Background: an optimization exercise with open tools, aiming at small area. Do not read the settings as production practice. In this exercise RTL edits were held to simulation tests only and were not proved equivalent to the original. The clock cells of runs 2 to 4 come from the design's own scripts or RTL, not from TritonCTS. The flow treats the clock pin as an ideal source. Dropping or thinning the clock tree relies on that and would not hold on a real chip. Power and IR drop assume default switching activity.

**design.v**
```verilog
module top (
  input clk,
  input rst,
  input echo,
  input respSeguidorLinea1,
  input respSeguidorLinea2,
  output VCC_respSeguidorLinea1,
  output GND_respSeguidorLinea1,
  output VCC_respSeguidorLinea2,
  output GND_respSeguidorLinea2,
  output trig,
  output D8,
  output D7,
  output D6,
  output D5,
  output D4,
  output D3,
  output D2,
  output D1,
  output A,
  output B,
  output C,
  output D,
  output E,
  output F,
  output G,
  output H,
  output VCC,
  output GND,
  output GND_motor_iz,
  output GND_motor_de,
  output m_izquierdo,
  output m_derecho
);
  assign VCC = 1'b1;
  assign GND = 1'b0;
  assign D8 = 1'b1;
  assign D7 = 1'b1;
  assign D6 = 1'b1;
  assign D5 = 1'b1;
  assign GND_motor_iz = 1'b0;
  assign GND_motor_de = 1'b0;
  assign VCC_respSeguidorLinea1 = 1'b1;
  assign GND_respSeguidorLinea1 = 1'b0;
  assign VCC_respSeguidorLinea2 = 1'b1;
  assign GND_respSeguidorLinea2 = 1'b0;
  genvar i;
  wire rst_n = ~rst;
  reg [19:0] tc_s;
  wire [19:0] tc_d;
  wire [20:0] tc_c;
  assign tc_d[0] = ~(rst | tc_s[0]);
  assign tc_c[1] = tc_s[0];
  generate
    for (i = 1; i < 20; i = i + 1) begin : g_tc
      if (i == 11)
        rbit_a1 u (.q(tc_s[i]), .c(tc_c[i]), .rn(rst_n), .d(tc_d[i]), .cn(tc_c[i+1]));
      else if (i % 2 == 1)
        rbit_a0 u (.q(tc_s[i]), .c(tc_c[i]), .r(rst), .d(tc_d[i]), .cn(tc_c[i+1]));
      else
        rbit_b0 u (.qn(tc_s[i]), .cn(tc_c[i]), .rn(rst_n), .d(tc_d[i]), .c(tc_c[i+1]));
    end
  endgenerate
  always @(posedge clk)
    tc_s <= tc_d;
  wire [19:0] tc = tc_s ^ 20'h55554;
  wire [1:0] sel = tc[13:12];
  assign trig = (tc[19:11] == 9'b000000001) && (tc[10:0] <= 11'd275);
  reg echo_q;
  always @(posedge clk) begin
    if (rst)
      echo_q <= 1'b0;
    else
      echo_q <= echo;
  end
  wire clr = rst | ~echo;
  wire clr_n = ~clr;
  reg [19:0] acc_s;
  wire [19:0] acc_d;
  wire [20:0] acc_c;
  assign acc_d[0] = ~(clr | acc_s[0]);
  assign acc_c[1] = acc_s[0];
  generate
    for (i = 1; i < 20; i = i + 1) begin : g_acc
      if (i == 1 || i == 5)
        rbit_a1k u (.q(acc_s[i]), .c(acc_c[i]), .r(clr), .d(acc_d[i]), .cn(acc_c[i+1]));
      else if (i == 2 || i == 6 || i == 8)
        rbit_b1k u (.qn(acc_s[i]), .cn(acc_c[i]), .rn(clr_n), .d(acc_d[i]), .c(acc_c[i+1]));
      else if (i % 2 == 1)
        rbit_a0 u (.q(acc_s[i]), .c(acc_c[i]), .r(clr), .d(acc_d[i]), .cn(acc_c[i+1]));
      else
        rbit_b0 u (.qn(acc_s[i]), .cn(acc_c[i]), .rn(clr_n), .d(acc_d[i]), .c(acc_c[i+1]));
    end
  endgenerate
  always @(posedge clk)
    acc_s <= acc_d;
  wire inc = ~acc_c[20];
  wire [3:0] fr = acc_s[19:16] ^ 4'b0101;
  reg [1:0] lh;
  reg [3:0] lt, lu;
  wire l358 = lh[1] & lh[0] & lt[2] & lt[0] & lu[3];
  wire kill = clr | (inc & l358);
  wire [3:0] lu_d, lt_d;
  wire cu, ct;
  bcd_digit u_lu (.q(lu), .e(inc), .k(kill), .d(lu_d), .co(cu));
  bcd_digit u_lt (.q(lt), .e(cu), .k(kill), .d(lt_d), .co(ct));
  wire [1:0] lh_d;
  tbit u_lh0 (.q(lh[0]), .t(ct), .k(kill), .d(lh_d[0]));
  tbit u_lh1 (.q(lh[1]), .t(ct & lh[0]), .k(kill), .d(lh_d[1]));
  always @(posedge clk) begin
    lu <= lu_d;
    lt <= lt_d;
    lh <= lh_d;
  end
  wire in_range = ~lh[1] & (~lh[0] | ~(lt[3] | lt[2]) |
                  (lt[2] & ~lt[1] & ~lt[0] & ~lu[3] & ~lu[2] & ~lu[1] & ~lu[0]));
  wire far_n = lh[1] | lh[0] | lt[3] | lt[2] | lt[1] |
               (lt[0] & (lu[3] | (lu[2] & (lu[1] | lu[0]))));
  wire [3:0] fd = (fr < 4'd10) ? fr : fr - 4'd10;
  reg far;
  always @(posedge clk) begin
    if (rst)
      far <= 1'b0;
    else
      far <= far_n;
  end
  assign m_izquierdo = far & respSeguidorLinea1;
  assign m_derecho = respSeguidorLinea2 | ~far;
  reg dp, wh;
  reg [3:0] wt, wu, wf;
  wire cap = echo_q & ~echo;
  wire [13:0] w_q = {dp, wh, wt, wu, wf};
  wire [13:0] w_nv = {in_range, ~in_range | lh[0], lt, lu, fd};
  wire [13:0] w_d;
  generate
    for (i = 0; i < 14; i = i + 1) begin : g_w
      capbit u (.q(w_q[i]), .nv(w_nv[i]), .e(cap), .r(rst), .d(w_d[i]));
    end
  endgenerate
  always @(posedge clk)
    {dp, wh, wt, wu, wf} <= w_d;
  wire s0 = ~sel[1] & ~sel[0];
  wire s1 = ~sel[1] & sel[0];
  wire s2 = sel[1] & ~sel[0];
  wire s3 = sel[1] & sel[0];
  wire [3:0] q = ({4{s1}} & wt) | ({4{s2}} & wu) | ({4{s3}} & wf) | {3'b000, s0};
  wire [6:0] sg;
  assign sg[0] = ~(q[1] | (~q[2] & ~q[0]) | (q[2] & q[0]) | q[3]);
  assign sg[1] = ~((~q[1] & ~q[0]) | (q[1] & q[0]) | ~q[2]);
  assign sg[2] = ~q[2] & q[1] & ~q[0];
  assign sg[3] = (~q[2] & ~q[1] & q[0]) | (q[2] & ~q[1] & ~q[0]) | (q[2] & q[1] & q[0]);
  assign sg[4] = q[0] | (q[2] & ~q[1]);
  assign sg[5] = (q[1] & q[0]) | (~q[2] & q[1]) | (~q[3] & ~q[2] & q[0]);
  assign sg[6] = (q[2] & q[1] & q[0]) | (~q[3] & ~q[2] & ~q[1]);
  wire oor = wh & ~dp;
  wire blank = ~wh & (s0 | (s1 & (wt == 4'd0)));
  reg [6:0] letter;
  always @(*) begin
    case (sel)
      2'd0: letter = 7'h0e;   
      2'd1: letter = 7'h08;   
      2'd2: letter = 7'h47;   
      default: letter = 7'h46;   
    endcase
  end
  assign {G, F, E, D, C, B, A} = oor ? letter : blank ? 7'h7f : sg;
  assign D4 = ~s0;
  assign D3 = ~s1;
  assign D2 = ~s2;
  assign D1 = ~s3;
  assign H = dp ? ~s2 : ~s0;
endmodule
module rbit_a0 (input q, input c, input r, output d, output cn);
  assign d = (q & ~c & ~r) | (~q & c & ~r);
  assign cn = ~(q & c);
endmodule
module rbit_a1 (input q, input c, input rn, output d, output cn);
  assign d = ~rn | (q & ~c) | (~q & c);
  assign cn = ~(q & c);
endmodule
module rbit_b0 (input qn, input cn, input rn, output d, output c);
  assign d = ~rn | (qn & cn) | (~qn & ~cn);
  assign c = ~(qn | cn);
endmodule
module rbit_a1k (input q, input c, input r, output d, output cn);
  assign d = (q & c & ~r) | (~q & ~c & ~r);
  assign cn = ~(q | c);
endmodule
module rbit_b1k (input qn, input cn, input rn, output d, output c);
  assign d = ~rn | (qn & ~cn) | (~qn & cn);
  assign c = ~(qn & cn);
endmodule
module bcd_digit (input [3:0] q, input e, input k, output [3:0] d, output co);
  wire n0 = ~(e & q[0]);
  wire [3:0] t;
  assign t[0] = e;
  assign t[1] = ~(n0 | q[3]);
  assign t[2] = ~(n0 | ~q[1]);
  assign t[3] = ~(n0 | ~(q[3] | (q[1] & q[2])));
  assign co = ~(n0 | ~q[3]);
  tbit u0 (.q(q[0]), .t(t[0]), .k(k), .d(d[0]));
  tbit u1 (.q(q[1]), .t(t[1]), .k(k), .d(d[1]));
  tbit u2 (.q(q[2]), .t(t[2]), .k(k), .d(d[2]));
  tbit u3 (.q(q[3]), .t(t[3]), .k(k), .d(d[3]));
endmodule
module tbit (input q, input t, input k, output d);
  assign d = (q & ~t & ~k) | (~q & t & ~k);
endmodule
module capbit (input q, input nv, input e, input r, output d);
  assign d = ~r & ((e & nv) | (~e & q));
endmodule
```
**flow/run.sh**
```bash
#!/bin/bash
# Layout flow: the standard ORFS flow (standard.sh) with area-saving
# changes:
#  - synthesis: synth_recipe.tcl with an area-oriented abc script
#    (synth_area.tcl, area.abc); registers are the same as the standard
#    synthesis's
#  - after floorplan, every logic cell is swapped to the smallest drive
#    strength of the same cell (downsize.tcl); timing repair later in the
#    flow may size cells up again where needed
#  - one tie cell drives all constant outputs (tiemerge.tcl)
#  - ports are buffered with buf_1
#  - CTS with clkbuf_4 and no dummy loads; a leaf clock buffer with a
#    slow edge at its flip-flops is then swapped for clkbuf_8 (clkfix.tcl)
# Each ORFS step writes its full log under orfs/logs/; make's output goes
# to flow.log.
set -euo pipefail
HERE=$(pwd)
export FLOW_SYNTH_TCL=$HERE/synth_recipe.tcl
export AREA_ABC_SCRIPT=$HERE/flow/area.abc
export FLOW_DIR_OWN=$HERE/flow
export POST_FLOORPLAN_TCL=$HERE/flow/post_floorplan.tcl
export POST_CTS_TCL=$HERE/flow/clkfix.tcl
export SKIP_REPAIR_TIE_FANOUT=1
export BUFFER_PORTS_ARGS="-buffer_cell sky130_fd_sc_hd__buf_1"
export CTS_ARGS="-sink_clustering_enable -repair_clock_nets -dont_use_dummy_load -buf_list sky130_fd_sc_hd__clkbuf_4 -sink_clustering_size 24 -sink_clustering_max_diameter 120"
sed "s#SYNTH_SCRIPT=[^ ]*#SYNTH_SCRIPT=$HERE/flow/synth_area.tcl#" standard.sh > standard_area.sh
grep -q "SYNTH_SCRIPT=$HERE/flow/synth_area.tcl" standard_area.sh
bash standard_area.sh > flow.log 2>&1
```
**flow/area.abc**
```
&get -n
&st
&dch -f
&nf -R 1000 -p -E 50
&put
strash
&get -n
&st
&dch -f
&nf -R 1000 -p -E 50
&put
topo
```
**flow/clkfix.tcl**
```tcl
estimate_parasitics -placement
set ::cf_big [[ord::get_db] findMaster sky130_fd_sc_hd__clkbuf_8]
set ::cf_changed 0
foreach inst [[ord::get_db_block] getInsts] {
  set mname [[$inst getMaster] getName]
  if { ![string match "sky130_fd_sc_hd__clkbuf_*" $mname] } { continue }
  if { $mname eq "sky130_fd_sc_hd__clkbuf_8" || $mname eq "sky130_fd_sc_hd__clkbuf_16" } { continue }
  set out [$inst findITerm X]
  if { $out eq "NULL" || [$out getNet] eq "NULL" } { continue }
  if { [[$out getNet] getSigType] ne "CLOCK" } { continue }
  set drives_ff 0
  foreach it [[$out getNet] getITerms] {
    if { [string match "sky130_fd_sc_hd__df*" [[[$it getInst] getMaster] getName]] } { set drives_ff 1 }
  }
  if { !$drives_ff } { continue }
  set slew [get_property [get_pins [$inst getName]/X] slew_max]
  if { $slew > 0.110 } {
    puts "clkfix: [$inst getName] $mname slew $slew -> clkbuf_8"
    $inst swapMaster $::cf_big
    incr ::cf_changed
  }
}
if { $::cf_changed > 0 } {
  detailed_placement
  check_placement -verbose
  estimate_parasitics -placement
}
puts "clkfix: resized $::cf_changed clock buffers"
```
**flow/downsize.tcl**
```tcl
# Swap each instance to the smallest-area master of the same cell family
# (same name up to the drive-strength suffix), skipping DONT_USE cells.
set block [ord::get_db_block]
set db [ord::get_db]
set ::ds_dont_use $::env(DONT_USE_CELLS)
proc is_dont_use { name } {
  foreach pat $::ds_dont_use {
    if { [string match $pat $name] } { return 1 }
  }
  return 0
}
set best [dict create]
foreach lib [$db getLibs] {
  foreach m [$lib getMasters] {
    set n [$m getName]
    if { ![regexp {^sky130_fd_sc_hd__.*_[0-9]+$} $n] } { continue }
    set base [regsub {_[0-9]+$} $n ""]
    if { [is_dont_use $n] } { continue }
    set a [expr { [$m getWidth] * [$m getHeight] }]
    if { ![dict exists $best $base] || $a < [lindex [dict get $best $base] 1] } {
      dict set best $base [list $m $a]
    }
  }
}
set swapped 0
foreach inst [$block getInsts] {
  set m [$inst getMaster]
  set n [$m getName]
  if { ![regexp {^sky130_fd_sc_hd__.*_[0-9]+$} $n] } { continue }
  set base [regsub {_[0-9]+$} $n ""]
  if { ![dict exists $best $base] } { continue }
  set nm [lindex [dict get $best $base] 0]
  if { [$nm getName] eq $n } { continue }
  set a0 [expr { [$m getWidth] * [$m getHeight] }]
  if { [lindex [dict get $best $base] 1] >= $a0 } { continue }
  if { [$inst swapMaster $nm] } {
    puts "downsize: [$inst getName] $n -> [$nm getName]"
    incr swapped
  }
}
puts "downsize: swapped $swapped instances"
```
**flow/post_floorplan.tcl**
```tcl
# After floorplan: smallest drive strengths, then a single tie cell.
source [file join $::env(FLOW_DIR_OWN) downsize.tcl]
source [file join $::env(FLOW_DIR_OWN) tiemerge.tcl]
```
**flow/synth_area.tcl**
```tcl
# The standard flow's synthesis script (synth_recipe.tcl, which sources ORFS's
# synth.tcl), with one change: abc maps the logic with an area-oriented
# script (flow/area.abc) instead of ORFS's delay-oriented one. Registers,
# their names and cells are untouched: abc runs after dfflibmap and
# does not see the flip-flops.
proc abc {args} {
  set i [lsearch -exact $args -script]
  if { $i >= 0 } {
    lset args [expr { $i + 1 }] $::env(AREA_ABC_SCRIPT)
  }
  yosys abc {*}$args
}
source $::env(FLOW_SYNTH_TCL)
```
**flow/tiemerge.tcl**
```tcl
# One tie cell for all constant outputs: the HI and LO outputs of a single
# conb_1 drive every constant-1 and constant-0 net.
set ::tm_block [ord::get_db_block]
set ::tm_keep ""
foreach inst [$::tm_block getInsts] {
  if { [[$inst getMaster] getName] ne "sky130_fd_sc_hd__conb_1" } { continue }
  if { $::tm_keep eq "" } { set ::tm_keep $inst; continue }
  foreach pin {HI LO} {
    set it [$inst findITerm $pin]
    set net [$it getNet]
    if { $net eq "NULL" } { continue }
    $it disconnect
    set kit [$::tm_keep findITerm $pin]
    set knet [$kit getNet]
    if { $knet eq "NULL" } {
      $kit connect $net
    } else {
      foreach i2 [$net getITerms] { $i2 disconnect; $i2 connect $knet }
      foreach b2 [$net getBTerms] { $b2 connect $knet }
      odb::dbNet_destroy $net
    }
  }
  puts "tiemerge: removed [$inst getName]"
  odb::dbInst_destroy $inst
}
```
**standard.sh**
```bash
#!/bin/bash
# synth_recipe.tcl (not shown) runs the flow's synth.tcl, then flattens the netlist and writes it again
# the make line also repeats each setting of config.mk as NAME=value (left out here)
make -C /OpenROAD-flow-scripts/flow DESIGN_CONFIG=/design/flow/config.mk WORK_HOME=/design/flow/orfs CLKGATE_MAP_FILE= SYNTH_SCRIPT=/design/flow/synth_recipe.tcl "${@:-finish}"
```
**config.mk**
```make
export PLATFORM = sky130hd
export DESIGN_NAME = top
export DESIGN_NICKNAME = top
export VERILOG_FILES = /design/flow/design.v
export SDC_FILE = /design/flow/constraint.sdc
export NUM_CORES = 4
export LEC_CHECK = 0
export CAP_MARGIN = 20
export CORE_MARGIN = 2
export CORE_UTILIZATION = 60
export SLEW_MARGIN = 20
```
**constraint.sdc**
```tcl
create_clock -name core_clock -period 20.0 [get_ports {clk}]
set_input_delay 4.0000 -clock core_clock [delete_from_list [all_inputs] [get_ports {clk}]]
set_output_delay 4.0000 -clock core_clock [all_outputs]
set_load 0.01 [all_outputs]
```
==> results of run 1 <==
## worst min path at each step
| stage | slack [ns] | startpoint | end |
|---|---|---|---|
| 3_5_place_dp | 0.43 | tc_s[0]$_DFF_P_ | tc_s[0]$_DFF_P_ |
| 3_3_place_gp | 0.42 | tc_s[0]$_DFF_P_ | tc_s[0]$_DFF_P_ |
| 5_1_grt | 0.45 | tc_s[0]$_DFF_P_ | tc_s[0]$_DFF_P_ |
| 2_1_floorplan | 0.40 | tc_s[0]$_DFF_P_ | tc_s[0]$_DFF_P_ |
| 6_report | 0.44 | tc_s[0]$_DFF_P_ | tc_s[0]$_DFF_P_ |
## layer usage
layer / vias to the layer above / wire length, um
li1: 1213 / -
met1: 1013 / 2450
met2: 32 / 2240
met3: 5 / 191
met4: 0 / 50
met5: - / 0
## stage by stage
stage / cells / setup slack, ns / power, mW / util (%)
final: 404 / 11.68 / 0.204 / 65.2
after global routing: 404 / 11.63 / 0.214 / 65.2
after detailed placement: 395 / 11.68 / 0.147 / 63.6
after global placement: 395 / 11.69 / 0.146 / 63.6
after floorplan: 336 / 11.83 / 0.145 / -
## kinds of logic after synthesis
kind of cell	Yosys count	share of synthesized area (%)
AOI/OAI and AO/OA	105	21.6
xor gates and xnor gates	5	1.60
adders and majority gates	2	0.914
buffers and inverters	23	4.80
DFF	66	48.2
other	2	0.274
and+or+nand+nor	133	22.6
## worst reg2reg max path: cells and delay by family, from the launching register on
| family | cells | cell delay, ns |
|---|---|---|
| flip-flops | 1 | 0.36 |
| AND/OR/NAND/NOR | 20 | 2.83 |
| XOR/XNOR | 1 | 0.15 |
## flip-flops by register name (all words and copies together) (netlist names)
register and flops:
echo_q 1, wf 4, tc_s 20, lh 2
lu 4, far 1, dp 1, wt 4
wu 4, acc_s 20, lt 4, wh 1
## area by class of cell
| type | instances | area [um^2] |
|---|---|---|
| fillers | 409 | 1530 |
| inverters | 11 | 41.3 |
| flip-flops and latches | 66 | 1320 |
| multi-input cells | 246 | 1280 |
| clock buffers | 9 | 67.6 |
| well taps | 52 | 65.1 |
| repair buffers | 20 | 78.8 |
## power breakdown
| part | switching [mW] | internal [mW] |
|---|---|---|
| Clock | 0.0393 | 0.0209 |
| Combinational | 0.00600 | 0.00253 |
| Sequential | 0.00148 | 0.134 |
| Total | 0.0467 | 0.157 |
## cell usage in the layout, fill, tap and decap left out
cell type / n
dfxtp_1: 66
a21oi_1: 52
nand2_1: 43
nor2_1: 42
o21ai_0: 30
buf_1: 19
nor3_1: 12
clkinv_1: 11
nor3b_1: 10
a211oi_1: 9
clkbuf_4: 9
nand2b_1: 5
a31oi_1: 5
and3_1: 5
nor2b_1: 4
xnor2_1: 4
and2_0: 3
a222oi_1: 3
nor4_1: 2
or2_0: 2
nand3_1: 2
a311oi_1: 2
ha_1: 2
a221oi_1: 1
or3_1: 1
a21o_1: 1
and4_1: 1
a41o_1: 1
xor2_1: 1
nand4b_1: 1
o21a_1: 1
conb_1: 1
buf_4: 1
==> results.toml, run 1 <==
[yosys]
synth.distinct_cells = 31
postSynthCellCount = 336
synth_nets = 343
synth_top_area_share_pct = 48.2
synth_edf_count = 0
ys_ff_latch = 66
ys_warn_count = 1
yosys-top-cells-area = "dfxtp_1 (48%), a21oi_1 (9.5%), nand2_1 (5.9%)"
synthFlopType = "dfxtp_1"
yosysMostFrequentCell = "dfxtp_1"
syn_avg_cell_area_um2 = 8.15
ys_seq_area_share_pct = 48.2
synth_common_cells = "dfxtp_1 (66), a21oi_1 (52), nand2_1 (43)"
async_reset_ff_share_pct = 0
synth_top_area_cell = "dfxtp_1"
netlist_area_um2 = 2740

[grt]
busiest_layer = "met2"
antenna_found_initial = 0
grt_use_met1_pct = 26.4
grt_pass1_wl_um = 8410
use_met2_pct = 33.0
grt.overflow.total = 0
grt_max_degree = 37
grt_pass1_vias = 1965
grt_usage_pct = 21.0
grtUsageMet3_pct = 6.61

[cells_and_area]
diodes = 0
fin_area_um2 = 2860
nNetsFinal = 362
drive_above_1_share_pct = 2.84
area.growth.synth_to_final_pct = 4.29

[cts]
tritoncts = "done"
clk_latency_ns = 0.40
clock-sinks = 66
clk_pin_slew_ns = 0.09

[setup_path]
rrSetupSlack_ns = 16.54
reg2reg_depth = 21
crit_buf_inv = 2
cp-endpoint = "m_izquierdo"
worstSetupPathType = "in2out"
end_kind = "output port"
cpMostUsedCell = "buf_1"
cp_data_arrival_time_ns = 4.32
slowest_stage = "buf_1"
startpoint_type = "input port"
reg2reg_from = "acc_s[0]$_DFF_P_"
path_cells = "buf_1, and2_0, buf_1"
critPathTopFamily = "buffers and inverters"
crit_path_start = "respSeguidorLinea1"
slowest_delay_ns = 0.15
required_ns = 16.00
reg2reg_to = "lh[1]$_DFF_P_"
critical_path.max_fanout = 1
worstSetupPathDepth = 3

[timing]
finalHoldViolCount = 0
finalMaxSlewViolations = 0
period_share_pct = 41.6
period_needed_ns = 8.32
rsz0062_at_grt = "no"
worst_slew_pin_slew_ns = 0.854
holdWs_ns = 0.439
relSlewSlack_pct = 43.1
skew_ns = 0.0190
max_freq_mhz = 120
tns_ns = 0
setup_viol = 0

[placed_design]
postPlaceCellArea_um2 = 2790
gp_congestion = 0.873
portBuffers = 19
post-dp-hpwl_um = 3400

[detailed_routing]
detailroute.via_count = 2263
first_iter_violations = 111
detail_route.vias_per_cell = 5.60
drc = 0
wl_um = 4930
dr.pass1.iters = 4
wl_per_cell_um = 12.2
ant_nets = 0

[power_and_ir_drop]
power_density_nw_per_um2 = 71.3
vdd_drop_max_mv = 0.0418
cellLeakagePower_nw = 0.921

[min_path]
holdPathStages = 1
hp-class = "reg2reg"

[floorplanning]
die_area_um2 = 5120
rows = 24
die_height_um = 71.6
io_pins = 32
die_w_um = 71.6
coreArea_um2 = 4380
start_util_pct = 62.5

[status]
outcome = "complete, no violations"

[job]
drv_cap = 0
==> run 2: changes to the inputs <==
--- a/flow/run.sh
+++ b/flow/run.sh
@@ -10,6 +10,9 @@
 #  - one tie cell drives all constant outputs (tiemerge.tcl)
 #  - ports are buffered with buf_1
-#  - CTS with clkbuf_4 and no dummy loads; a leaf clock buffer with a
-#    slow edge at its flip-flops is then swapped for clkbuf_8 (clkfix.tcl)
+#  - clock tree: after CTS, its tree is replaced by a balanced two-level
+#    inverter tree (clktree.tcl): the clock port drives one inv_6, which
+#    drives four inverters (inv_6, sized up while their estimated slew is
+#    over 95 ps), each driving the flip-flops of one placement cluster
+#    (balanced k-means); every flip-flop is two inversions from the port
 # Each ORFS step writes its full log under orfs/logs/; make's output goes
 # to flow.log.
@@ -20,5 +23,9 @@
 export FLOW_DIR_OWN=$HERE/flow
 export POST_FLOORPLAN_TCL=$HERE/flow/post_floorplan.tcl
-export POST_CTS_TCL=$HERE/flow/clkfix.tcl
+export POST_CTS_TCL=$HERE/flow/clktree.tcl
+export CLKTREE_NBUF=4
+export CLKTREE_CELL=sky130_fd_sc_hd__inv_6
+export CLKTREE_ROOT=sky130_fd_sc_hd__inv_6
+export CLKTREE_MAX_SLEW=0.095
 export SKIP_REPAIR_TIE_FANOUT=1
 export BUFFER_PORTS_ARGS="-buffer_cell sky130_fd_sc_hd__buf_1"
==> flow/clktree.tcl (new file) <==
set ::ct_db [ord::get_db]
set ::ct_block [ord::get_db_block]
set ::ct_nbuf [expr {[info exists ::env(CLKTREE_NBUF)] ? $::env(CLKTREE_NBUF) : 3}]
set ::ct_master [$::ct_db findMaster [expr {[info exists ::env(CLKTREE_CELL)] ? $::env(CLKTREE_CELL) : "sky130_fd_sc_hd__clkbuf_8"}]]
set ::ct_clk [$::ct_block findNet clk]
set ::ct_root [expr {[info exists ::env(CLKTREE_ROOT)] ? $::env(CLKTREE_ROOT) : ""}]

# collect the flip-flop clock pins under the clock port, through CTS's buffers
proc ct_collect { net } {
  set sinks {}
  foreach it [$net getITerms] {
    if { [$it isOutputSignal] } { continue }
    set inst [$it getInst]
    set m [[$inst getMaster] getName]
    if { [string match "sky130_fd_sc_hd__df*" $m] } {
      lappend sinks $it
    } else {
      set out [$inst findITerm X]
      if { $out eq "NULL" } { set out [$inst findITerm Y] }
      lappend ::ct_old $inst
      if { [$out getNet] ne "NULL" } {
        lappend ::ct_oldnets [$out getNet]
        set sinks [concat $sinks [ct_collect [$out getNet]]]
      }
    }
  }
  return $sinks
}
set ::ct_old {}
set ::ct_oldnets {}
set ::ct_sinks [ct_collect $::ct_clk]
foreach inst $::ct_old { odb::dbInst_destroy $inst }
foreach net $::ct_oldnets { odb::dbNet_destroy $net }

# optional root cell between the port and the leaves
set ::ct_src $::ct_clk
if { $::ct_root ne "" } {
  set rinst [odb::dbInst_create $::ct_block [$::ct_db findMaster $::ct_root] clkbuf_root]
  set rnet [odb::dbNet_create $::ct_block clknet_root]
  $rnet setSigType CLOCK
  set rin [$rinst findITerm A]
  set rout [$rinst findITerm X]
  if { $rout eq "NULL" } { set rout [$rinst findITerm Y] }
  $rin connect $::ct_clk
  $rout connect $rnet
  set ::ct_src $rnet
}
# k-means on the flip-flop locations
set pts {}
foreach it $::ct_sinks {
  set bb [[$it getInst] getBBox]
  lappend pts [list [expr {([$bb xMin] + [$bb xMax]) / 2.0}] [expr {([$bb yMin] + [$bb yMax]) / 2.0}]]
}
set n [llength $pts]
set k $::ct_nbuf
set sorted [lsort -real -index 0 $pts]
set cents {}
for {set c 0} {$c < $k} {incr c} {
  lappend cents [lindex $sorted [expr {int(($c + 0.5) * $n / $k)}]]
}
# balanced k-means: each cluster takes at most ceil(n / k) flip-flops
set cap [expr {($n + $k - 1) / $k}]
for {set iter 0} {$iter < 30} {incr iter} {
  set pairs {}
  set pi 0
  foreach p $pts {
    for {set c 0} {$c < $k} {incr c} {
      set q [lindex $cents $c]
      lappend pairs [list [expr {abs([lindex $p 0] - [lindex $q 0]) + abs([lindex $p 1] - [lindex $q 1])}] $pi $c]
    }
    incr pi
  }
  set pairs [lsort -real -index 0 $pairs]
  set assign [lrepeat $n -1]
  set fill [lrepeat $k 0]
  foreach pr $pairs {
    lassign $pr d pi c
    if { [lindex $assign $pi] >= 0 } { continue }
    if { [lindex $fill $c] >= $cap } { continue }
    lset assign $pi $c
    lset fill $c [expr {[lindex $fill $c] + 1}]
  }
  set newc {}
  for {set c 0} {$c < $k} {incr c} {
    set sx 0; set sy 0; set m 0
    foreach p $pts a $assign { if { $a == $c } { set sx [expr {$sx + [lindex $p 0]}]; set sy [expr {$sy + [lindex $p 1]}]; incr m } }
    if { $m > 0 } { lappend newc [list [expr {$sx / $m}] [expr {$sy / $m}]] } else { lappend newc [lindex $cents $c] }
  }
  set cents $newc
}
for {set c 0} {$c < $k} {incr c} {
  set buf [odb::dbInst_create $::ct_block $::ct_master "clkbuf_leaf_$c"]
  set net [odb::dbNet_create $::ct_block "clknet_leaf_$c"]
  $net setSigType CLOCK
  [$buf findITerm A] connect $::ct_src
  set bo [$buf findITerm X]
  if { $bo eq "NULL" } { set bo [$buf findITerm Y] }
  $bo connect $net
  set m 0
  foreach it $::ct_sinks a $assign {
    if { $a == $c } { $it disconnect; $it connect $net; incr m }
  }
  set q [lindex $cents $c]
  $buf setLocation [expr {int([lindex $q 0])}] [expr {int([lindex $q 1])}]
  $buf setPlacementStatus PLACED
  puts "clktree: clkbuf_leaf_$c [$::ct_master getName] drives $m flip-flops"
}
if { $::ct_root ne "" } {
  set sx 0; set sy 0
  foreach q $cents { set sx [expr {$sx + [lindex $q 0]}]; set sy [expr {$sy + [lindex $q 1]}] }
  $rinst setLocation [expr {int($sx / $k)}] [expr {int($sy / $k)}]
  $rinst setPlacementStatus PLACED
}
detailed_placement
check_placement -verbose
estimate_parasitics -placement
# a leaf whose estimated output slew is over CLKTREE_MAX_SLEW (ns) takes
# the next stronger cell of its kind
set ::ct_max [expr {[info exists ::env(CLKTREE_MAX_SLEW)] ? $::env(CLKTREE_MAX_SLEW) : 0.095}]
set ::ct_up {}
foreach c {inv_1 inv_2 inv_4 inv_6 inv_8 inv_12 inv_16 clkbuf_2 clkbuf_4 clkbuf_8 clkbuf_16} n {inv_2 inv_4 inv_6 inv_8 inv_12 inv_16 "" clkbuf_4 clkbuf_8 clkbuf_16 ""} {
  dict set ::ct_up sky130_fd_sc_hd__$c [expr {$n eq "" ? "" : "sky130_fd_sc_hd__$n"}]
}
for {set pass 0} {$pass < 4} {incr pass} {
  set changed 0
  for {set c 0} {$c < $k} {incr c} {
    set inst [$::ct_block findInst "clkbuf_leaf_$c"]
    set mn [[$inst getMaster] getName]
    set pin [expr {[$inst findITerm X] ne "NULL" ? "X" : "Y"}]
    set slew [get_property [get_pins clkbuf_leaf_$c/$pin] slew_max]
    if { $slew > $::ct_max && [dict exists $::ct_up $mn] && [dict get $::ct_up $mn] ne "" } {
      puts "clktree: clkbuf_leaf_$c slew $slew, $mn -> [dict get $::ct_up $mn]"
      $inst swapMaster [$::ct_db findMaster [dict get $::ct_up $mn]]
      incr changed
    }
  }
  if { $changed == 0 } { break }
  detailed_placement
  estimate_parasitics -placement
}
for {set c 0} {$c < $k} {incr c} {
  set pin [expr {[[$::ct_block findInst "clkbuf_leaf_$c"] findITerm X] ne "NULL" ? "X" : "Y"}]
  puts "clktree: clkbuf_leaf_$c [[[$::ct_block findInst clkbuf_leaf_$c] getMaster] getName] slew [get_property [get_pins clkbuf_leaf_$c/$pin] slew_max]"
}
check_placement -verbose
removed: flow/clkfix.tcl
==> run 2 against run 1 <==
Clock skew fell by 0.0063 ns. Final cell count fell by 0.99%. Sequential cell count did not move. First-iteration DRC count rose by 13%. Clock power fell by 8.8%. Wire length fell by 1.6%. Largest power group unchanged. Highest routed layer unchanged.
==> results.toml, run 2 <==
[timing]
max_freq_mhz = 120
skew_ns = 0.0127
rsz0062_at_grt = "no"
relSlewSlack_pct = 42.6
tns_ns = 0
period_share_pct = 41.6
worst_slew_pin_slew_ns = 0.861
period_needed_ns = 8.33
worst_slack_ns = 11.68
finalMaxSlewViolations = 0
finalHoldViolCount = 0
setup_viol = 0

[power_and_ir_drop]
vdd_drop_max_mv = 0.0564
p_comb_share_pct = 4.3
p_sw_mw = 0.0537
switching_share_pct = 27.1
seqPwrFrac_pct = 68.0
p_clk_share_pct = 27.7
intPower_mw = 0.145
power_density_nw_per_um2 = 69.8
cellLeakagePower_nw = 0.909

[placed_design]
dp_cells = 395
dp_slack_ns = 11.68
postPlaceCellArea_um2 = 2790
post-dp-hpwl_um = 3400
portBuffers = 19
gp_congestion = 0.873

[cells_and_area]
fin_area_um2 = 2840
top_regs = "acc_s: 20 flops, tc_s: 20 flops"
finalNonFillerCells = 400
area.growth.synth_to_final_pct = 3.79
drive_above_1_share_pct = 1.72
fin_util_pct = 64.8
nNetsFinal = 358
final_common_cell = "dfxtp_1"
diodes = 0
mostFrequentLayoutCells = "dfxtp_1 (66), a21oi_1 (52), nand2_1 (43)"

[setup_path]
reg2reg_to = "lh[1]$_DFF_P_"
crit_path_start = "respSeguidorLinea1"
rrSetupSlack_ns = 16.56
reg2reg_depth = 21
end_kind = "output port"
cp-endpoint = "m_izquierdo"
critical_path.max_fanout = 1
reg2reg_from = "acc_s[0]$_DFF_P_"
required_ns = 16.00
cp_data_arrival_time_ns = 4.33
startpoint_type = "input port"
worstSetupPathType = "in2out"

[grt]
grt_max_degree = 37
grtUsageMet3_pct = 2.95
grt.overflow.total = 0
antenna_found_initial = 0
grt_pass1_vias = 1942
grt_use_met1_pct = 26.0
grt_usage_pct = 19.5
busiest_layer = "met2"
use_met2_pct = 33.5
grt_pass1_wl_um = 8350

[status]
outcome = "complete, no violations"

[yosys]
synth_nets = 343
postSynthCellCount = 336
synth_top_area_share_pct = 48.2
synth_common_cells = "dfxtp_1 (66), a21oi_1 (52), nand2_1 (43)"
ys_seq_area_share_pct = 48.2
synth_top_area_cell = "dfxtp_1"
yosys-top-cells-area = "dfxtp_1 (48%), a21oi_1 (9.5%), nand2_1 (5.9%)"
netlist_area_um2 = 2740
synthFlopType = "dfxtp_1"
ys_warn_count = 1
synth_edf_count = 0
ys_ff_latch = 66
synth.distinct_cells = 31
async_reset_ff_share_pct = 0
yosysMostFrequentCell = "dfxtp_1"
syn_avg_cell_area_um2 = 8.15

[detailed_routing]
detailroute.via_count = 2240
wl_per_cell_um = 12.1
drc = 0
wl_um = 4850
first_iter_violations = 125
dr.pass1.iters = 4
ant_nets = 0
detail_route.vias_per_cell = 5.60

[floorplanning]
die_height_um = 71.6
start_util_pct = 62.5
io_pins = 32
die_w_um = 71.6
rows = 24
coreArea_um2 = 4380
die_area_um2 = 5120

[cts]
clk_pin_slew_ns = 0.07
clk_latency_ns = 0.16
clock-sinks = 66

[job]
drv_cap = 0

[min_path]
holdPathStages = 1
hp-class = "reg2reg"
[run 2: cell counts after synthesis]
Identical to the previous run, type by type.
[run 2: cell type report]
type,count,area (um^2)
Sequential cell,66,1320
Inverter,16,95.1
Fill cell,406,1540
Timing Repair Buffer,20,78.8
Multi-Input combinational cell,246,1280
Tap cell,52,65.1
[run 2: how the worst min path moves through the flow]
| stage | startpoint | endpoint | slack [ns] |
|---|---|---|---|
| after floorplan | tc_s[0]$_DFF_P_ | tc_s[0]$_DFF_P_ | 0.40 |
| after global placement | tc_s[0]$_DFF_P_ | tc_s[0]$_DFF_P_ | 0.42 |
| after detailed placement | tc_s[0]$_DFF_P_ | tc_s[0]$_DFF_P_ | 0.43 |
| after global routing | tc_s[0]$_DFF_P_ | tc_s[0]$_DFF_P_ | 0.45 |
| final | tc_s[0]$_DFF_P_ | tc_s[0]$_DFF_P_ | 0.43 |
[run 2: cell families (layout without fill, tap and decap cells)]
kind of cell | count (synthesis) | count (layout) | synth area share [%]
compound gates | 105 | 105 | 21.6
flops | 66 | 66 | 48.2
simple gates | 133 | 133 | 22.6
other cells | 2 | 1 | 0.274
fa+ha+maj | 2 | 2 | 0.914
xor+xnor | 5 | 5 | 1.60
buf+inv | 23 | 36 | 4.80
[run 2: routing by layer]
layer,vias to the layer above,share of wire [%],wire [um]
li1,1204,-,-
met1,1003,49,2390
met2,27,47,2270
met3,6,2.5,123
met4,0,1.4,69
met5,-,0,0
[run 2: worst max-delay path, stage by stage]
cell	delay (ns)
buf_1	0.06
and2_0	0.11
buf_1	0.15
[run 2: through the flow]
| stage | hold slack [ns] | total power [mW] |
|---|---|---|
| 2_1_floorplan | 0.398 | 0.145 |
| 3_3_place_gp | 0.416 | 0.146 |
| 3_5_place_dp | 0.428 | 0.147 |
| 5_1_grt | 0.447 | 0.209 |
| 6_report | 0.435 | 0.198 |
[run 2: power by group through the flow]
stage                     Sequential (mW)  Clock [mW]  Combinational, mW
final                               0.135      0.0549            0.00855
after global routing                0.135      0.0634            0.00980
after floorplan                     0.138           0            0.00763
after global placement              0.138           0            0.00835
after detailed placement            0.138           0            0.00859
==> run 3: changes to the inputs <==
--- a/design.v
+++ b/design.v
@@ -117,5 +117,4 @@
   wire far_n = lh[1] | lh[0] | lt[3] | lt[2] | lt[1] |
                (lt[0] & (lu[3] | (lu[2] & (lu[1] | lu[0]))));
-  wire [3:0] fd = (fr < 4'd10) ? fr : fr - 4'd10;
   reg far;
   always @(posedge clk) begin
@@ -131,5 +130,5 @@
   wire cap = echo_q & ~echo;
   wire [13:0] w_q = {dp, wh, wt, wu, wf};
-  wire [13:0] w_nv = {in_range, ~in_range | lh[0], lt, lu, fd};
+  wire [13:0] w_nv = {in_range, ~in_range | lh[0], lt, lu, fr};
   wire [13:0] w_d;
   generate
@@ -146,11 +145,11 @@
   wire [3:0] q = ({4{s1}} & wt) | ({4{s2}} & wu) | ({4{s3}} & wf) | {3'b000, s0};
   wire [6:0] sg;
-  assign sg[0] = ~(q[1] | (~q[2] & ~q[0]) | (q[2] & q[0]) | q[3]);
-  assign sg[1] = ~((~q[1] & ~q[0]) | (q[1] & q[0]) | ~q[2]);
-  assign sg[2] = ~q[2] & q[1] & ~q[0];
-  assign sg[3] = (~q[2] & ~q[1] & q[0]) | (q[2] & ~q[1] & ~q[0]) | (q[2] & q[1] & q[0]);
-  assign sg[4] = q[0] | (q[2] & ~q[1]);
-  assign sg[5] = (q[1] & q[0]) | (~q[2] & q[1]) | (~q[3] & ~q[2] & q[0]);
-  assign sg[6] = (q[2] & q[1] & q[0]) | (~q[3] & ~q[2] & ~q[1]);
+  assign sg[0] = ~((~q[2] & ~q[0]) | (q[2] & q[0]) | (~q[3] & q[1]) | (q[3] & ~q[1]));
+  assign sg[1] = ~((~q[1] & ~q[0]) | (~q[2]) | (q[3] & ~q[0]) | (q[3] & ~q[1]) | (~q[3] & q[1] & q[0]));
+  assign sg[2] = ~((q[0]) | (~q[2] & ~q[1]) | (q[3] & q[1]) | (~q[3] & q[2]));
+  assign sg[3] = ~((~q[2] & ~q[0]) | (q[2] & ~q[1] & q[0]) | (~q[3] & q[1] & ~q[0]) | (q[3] & ~q[1] & ~q[0]) | (q[3] & q[2] & q[0]) | (~q[3] & ~q[2] & q[1]));
+  assign sg[4] = (q[0]) | (~q[3] & q[2] & ~q[1]) | (q[3] & q[2] & q[1]);
+  assign sg[5] = (~q[2] & q[1] & q[0]) | (~q[3] & q[1] & q[0]) | (~q[3] & ~q[2] & q[0]) | (~q[3] & ~q[2] & q[1]) | (q[3] & q[2] & ~q[1]);
+  assign sg[6] = (~q[3] & ~q[2] & ~q[1]) | (q[3] & ~q[2] & q[1]) | (~q[3] & q[2] & q[1] & q[0]);
   wire oor = wh & ~dp;
   wire blank = ~wh & (s0 | (s1 & (wt == 4'd0)));
==> run 3 against run 2 <==
Still clean. Combinational power down 4.3%. Clock skew decreased by 0.0020 ns. Sequential power is essentially flat. Final area fell by 0.79%. Wire length decreased by 3.6%. Final cell count shrank 0.25%. Synthesized cell count down 0.30%. First-iteration DRC count is 14% higher. Sequential cell count unchanged. Fmax grew 0.23%. Setup slack better by 0.019 ns. Critical endpoint is now m_derecho. Largest power group unchanged.
==> results.toml, run 3 <==
[power_and_ir_drop]
vdd_drop_max_mv = 0.0560
power_density_nw_per_um2 = 70.0
cellLeakagePower_nw = 0.924

[detailed_routing]
ant_nets = 0
wl_um = 4680
first_iter_violations = 142
dr.pass1.iters = 4
detailroute.via_count = 2195
detail_route.vias_per_cell = 5.50
drc = 0
wl_per_cell_um = 11.7

[floorplanning]
die_area_um2 = 5080
die_height_um = 71.3
io_pins = 32
die_w_um = 71.3
start_util_pct = 62.4
coreArea_um2 = 4350
rows = 24

[timing]
max_freq_mhz = 120
finalHoldViolCount = 0
period_share_pct = 41.5
skew_ns = 0.0107
worst_slack_ns = 11.69
setup_viol = 0
period_needed_ns = 8.31
rsz0062_at_grt = "no"
relSlewSlack_pct = 33.2
finalMaxSlewViolations = 0
worst_slew_pin_slew_ns = 1.00
tns_ns = 0

[placed_design]
dp_slack_ns = 11.69
post-dp-hpwl_um = 3320
gp_congestion = 0.879
dp_cells = 394
portBuffers = 19

[yosys]
ys_warn_count = 1
synth_top_area_cell = "dfxtp_1"
synth_top_area_share_pct = 48.6
ys_seq_area_share_pct = 48.6
synth_edf_count = 0
synth_nets = 340
async_reset_ff_share_pct = 0
yosys-top-cells-area = "dfxtp_1 (49%), a21oi_1 (8.5%), nand2_1 (6.5%)"
synth.distinct_cells = 32
syn_avg_cell_area_um2 = 8.11
postSynthCellCount = 335
netlist_area_um2 = 2720
synthFlopType = "dfxtp_1"
synth_common_cells = "dfxtp_1 (66), nand2_1 (47), a21oi_1 (46), nor2_1 (46), o21ai_0 (32)"
ys_ff_latch = 66
yosysMostFrequentCell = "dfxtp_1"

[cells_and_area]
nFillCells = 399
fin_util_pct = 64.8
top_regs = "acc_s: 20 flops, tc_s: 20 flops"
mostFrequentLayoutCells = "dfxtp_1 (66), nand2_1 (47), nor2_1 (46), a21oi_1 (46), o21ai_0 (32)"
multi_input_area_um2 = 1270
finalNonFillerCells = 399
area.growth.synth_to_final_pct = 3.82
final_common_cell = "dfxtp_1"
regArea_um2 = 1320
nNetsFinal = 355
drive_above_1_share_pct = 1.73
diodes = 0

[cts]
clock-sinks = 66
clk_latency_ns = 0.16
clk_pin_slew_ns = 0.08

[grt]
grt_pass1_wl_um = 8340
antenna_found_initial = 0
grt.overflow.total = 0
grt_pass1_vias = 1895
grt_max_degree = 37
grt_usage_pct = 19.5

[setup_path]
required_ns = 16.00
worstSetupPathType = "in2out"
cp_data_arrival_time_ns = 4.31
end_kind = "output port"
startpoint_type = "input port"
critical_path.max_fanout = 1

[job]
drv_cap = 0

[status]
outcome = "complete, no violations"

[min_path]
hp-class = "reg2reg"
run 3: area by class of cell:
cell class,count,area share (%)
inverter,12,2.84
multi-input combinational,249,45.2
sequential,66,46.9
tap,52,2.31
timing repair buffer,20,2.80
run 3: cell families after synthesis:
family,count (synthesis),share of synthesized area (%)
AO/OA/AOI/OAI,101,21.1
other,2,0.276
flip-flops,66,48.6
buffers and inverters,19,4.28
XOR/XNOR,4,1.29
AND/OR/NAND/NOR,143,24.4
run 3: metrics by stage:
step | area (um^2) | hold slack, ns | power (mW)
6_report | 2820 | 0.433 | 0.197
2_1_floorplan | 2720 | 0.398 | 0.145
3_5_place_dp | 2770 | 0.421 | 0.146
5_1_grt | 2820 | 0.467 | 0.206
3_3_place_gp | 2770 | 0.409 | 0.146
run 3: worst paths after layout:
check | start | endpoint | slack (ns) | cells after the start
hold reg to reg | tc_s[0]$_DFF_P_ | tc_s[0]$_DFF_P_ | 0.43 | 1
setup reg to reg | acc_s[0]$_DFF_P_ | lh[1]$_DFF_P_ | 16.25 | 23
setup / recovery | respSeguidorLinea2 | m_derecho | 11.69 | 3
hold / removal | tc_s[0]$_DFF_P_ | tc_s[0]$_DFF_P_ | 0.43 | 1
run 3: power by group:
part | leakage (nW) | internal, mW | switching, mW | total [mW]
clock | 0.0287 | 0.00864 | 0.0457 | 0.0543
sequential | 0.535 | 0.133 | 0.00143 | 0.135
combinational | 0.360 | 0.00245 | 0.00573 | 0.00818
run 3: per-layer routing:
layer | track usage [%] | vias up | wire length (um)
met5 | 0 | - | 0
met4 | 4.82 | 0 | 70
met3 | 3.23 | 8 | 190
met2 | 29.3 | 39 | 2020
met1 | 29.5 | 950 | 2400
li1 | - | 1198 | -
run 3: critical path, cell delays in order:
cell and delay (ns):
buf_1 0.06, nand2b_1 0.12, buf_1 0.12
==> run 4: changes to the inputs <==
--- a/flow/area.abc
+++ b/flow/area.abc
@@ -1,4 +1,5 @@
 &get -n
 &st
+&deepsyn -I 2 -J 100
 &dch -f
 &nf -R 1000 -p -E 50
==> flow/synth_area.tcl (replaced) <==
proc abc {args} {
  set i [lsearch -exact $args -script]
  if { $i >= 0 } {
    lset args [expr { $i + 1 }] $::env(AREA_ABC_SCRIPT)
  }
  yosys abc {*}$args
}
source $::env(FLOW_SYNTH_TCL)
==> run 4 against run 3 <==
Hold slack about the same. Clock skew about the same. Synthesized area down 3.0%. Critical path depth unchanged. Utilization down 1.2 points. Sequential power about the same. Combinational power down 11%. Critical path type unchanged. Critical endpoint unchanged. Largest cell class unchanged. Largest power group unchanged.
==> results.toml, run 4 <==
[cells_and_area]
fin_area_um2 = 2730
nFillCells = 391
mostFrequentLayoutCells = "dfxtp_1 (66), nor2_1 (40), o21ai_0 (35)"
fin_util_pct = 63.5
final_common_cell = "dfxtp_1"
drive_above_1_share_pct = 1.57
top_regs = "acc_s: 20 flops, tc_s: 20 flops"
area.growth.synth_to_final_pct = 3.56
nNetsFinal = 326
diodes = 0

[timing]
max_freq_mhz = 120
worst_slack_ns = 11.69
finalMaxSlewViolations = 0
period_needed_ns = 8.31
rsz0062_at_grt = "no"
worst_slew_pin_slew_ns = 1.07
relSlewSlack_pct = 28.7
period_share_pct = 41.6
skew_ns = 0.0109
finalHoldViolCount = 0
setup_viol = 0
tns_ns = 0

[min_path]
hp-class = "reg2reg"
holdPathStages = 1
whs_endpoint = "tc_s[0]$_DFF_P_"
worstHoldStart = "tc_s[0]$_DFF_P_"

[yosys]
netlist_area_um2 = 2640
synth.distinct_cells = 36
yosys-top-cells-area = "dfxtp_1 (50%), o21ai_0 (6.6%), a21oi_1 (6.5%)"
async_reset_ff_share_pct = 0
synth_nets = 312
synth_common_cells = "dfxtp_1 (66), nor2_1 (40), o21ai_0 (35)"
synth_top_area_cell = "dfxtp_1"
ys_warn_count = 1
ys_seq_area_share_pct = 50.1
synth_top_area_share_pct = 50.1
yosysMostFrequentCell = "dfxtp_1"
synth_edf_count = 0
synthFlopType = "dfxtp_1"
postSynthCellCount = 307
syn_avg_cell_area_um2 = 8.58
ys_ff_latch = 66

[floorplanning]
rows = 24
die_w_um = 70.3
start_util_pct = 61.4
coreArea_um2 = 4290
die_height_um = 70.3
io_pins = 32
die_area_um2 = 4940

[detailed_routing]
detail_route.vias_per_cell = 5.47
first_iter_violations = 103
ant_nets = 0
drc = 0
dr.pass1.iters = 4
detailroute.via_count = 2024
wl_um = 4420
wl_per_cell_um = 11.9

[placed_design]
postPlaceCellArea_um2 = 2680
gp_congestion = 0.739
dp_slack_ns = 11.68
post-dp-hpwl_um = 3150
portBuffers = 19

[setup_path]
critPathTopFamily = "buffers and inverters"
startpoint_type = "input port"
slowest_delay_ns = 0.13
slowest_stage = "nand2b_1"
cp_data_arrival_time_ns = 4.31
rrSetupSlack_ns = 16.03
reg2reg_depth = 23
reg2reg_to = "lt[1]$_DFF_P_"
worstSetupPathType = "in2out"
critical_path.max_fanout = 1
cpMostUsedCell = "buf_1"
path_cells = "buf_1, nand2b_1, buf_1"
end_kind = "output port"
reg2reg_from = "acc_s[0]$_DFF_P_"
crit_buf_inv = 2
required_ns = 16.00

[power_and_ir_drop]
vdd_drop_max_mv = 0.0800
power_density_nw_per_um2 = 71.0
power.total_mw = 0.194
cellLeakagePower_nw = 0.919

[grt]
grt.overflow.total = 0
grt_pass1_vias = 1797
grt_pass1_wl_um = 7740
grt_usage_pct = 18.5
antenna_found_initial = 0
grt_max_degree = 25

[status]
outcome = "complete, no violations"

[cts]
clock-sinks = 66
clk_latency_ns = 0.16
clk_pin_slew_ns = 0.08

[job]
drv_cap = 0
## run 4: report_power, final
| group | internal [mW] | switching [mW] |
|---|---|---|
| Sequential | 0.133 | 0.00121 |
| Combinational | 0.00206 | 0.00525 |
| Clock | 0.00820 | 0.0438 |
| Total | 0.143 | 0.0502 |
## run 4: routing by layer
metal | GRT usage, % | wire, um | up-vias
met5 | 0 | 0 | -
met1 | 26.0 | 2310 | 890
met3 | 2.74 | 118 | 4
li1 | - | - | 1106
met2 | 30.7 | 1940 | 24
met4 | 3.42 | 46 | 0
## run 4: cells by family after synthesis
kind of cell,Yosys count,share of synthesized area [%]
buffers and inverters,20,4.56
other,2,0.285
XOR/XNOR,6,1.99
AO/OA/AOI/OAI,101,23.1
AND/OR/NAND/NOR,112,19.9
flip-flops,66,50.1
## run 4: cell type report
type                       instances  area, um^2  share of cell area (%)
timing repair buffer              19        71.3                    2.61
tap                               52        65.1                    2.38
inverter                          13        81.3                    2.98
multi-input combinational        220        1190                    43.6
sequential                        66        1320                    48.4
## run 4: worst max path at each step
stage	start	endpoint	slack (ns)	cells after the start
final	respSeguidorLinea2	m_derecho	11.69	3
after global routing	respSeguidorLinea2	m_derecho	11.66	3
after detailed placement	respSeguidorLinea2	m_derecho	11.68	3
after global placement	respSeguidorLinea1	m_izquierdo	11.69	3
after floorplan	respSeguidorLinea1	m_izquierdo	11.83	1
## run 4: metrics by stage
| step | hold WS [ns] | instances |
|---|---|---|
| detailed placement | 0.420 | 365 |
| global placement | 0.407 | 365 |
| finish | 0.432 | 370 |
| floorplan | 0.398 | 307 |
| global route | 0.469 | 370 |

-- afterwards: timing with drivers on the ports --
In the flow no input, the clock included, has a driving cell. The finished layouts below were timed again as built, in two steps. Step 1 assumes that a clkbuf_16 drives the clock port and a buf_2 every other input. Step 2 times the ports against the registers' clock, not the clock port: input delays grow and output delays shrink by t, the midpoint of the rising clock arrivals with the driver on. Slacks: ideal / step 1 / step 2; pairs: ideal / step 1.
run | t, ns | slack for setup (ns) | hold WS [ns] | worst slew at a driven data input, ns
run 1 | 0.416 | 11.675 / 11.651 / 11.651 | 0.439 / 0.439 / 0.439 | 0.03
run 2 | 0.195 | 11.675 / 11.651 / 11.651 | 0.435 / 0.435 / 0.435 | 0.03
run 3 | 0.192 | 11.694 / 11.669 / 11.669 | 0.433 / 0.433 / 0.433 | 0.03
run 4 | 0.190 | 11.689 / 11.667 / 11.667 | 0.432 / 0.432 / 0.432 | 0.03
After both steps every run listed still meets setup and hold. For run 3, which loses most, drivers alone change the setup slack by -0.025 ns; drivers and shift together by -0.025 ns.
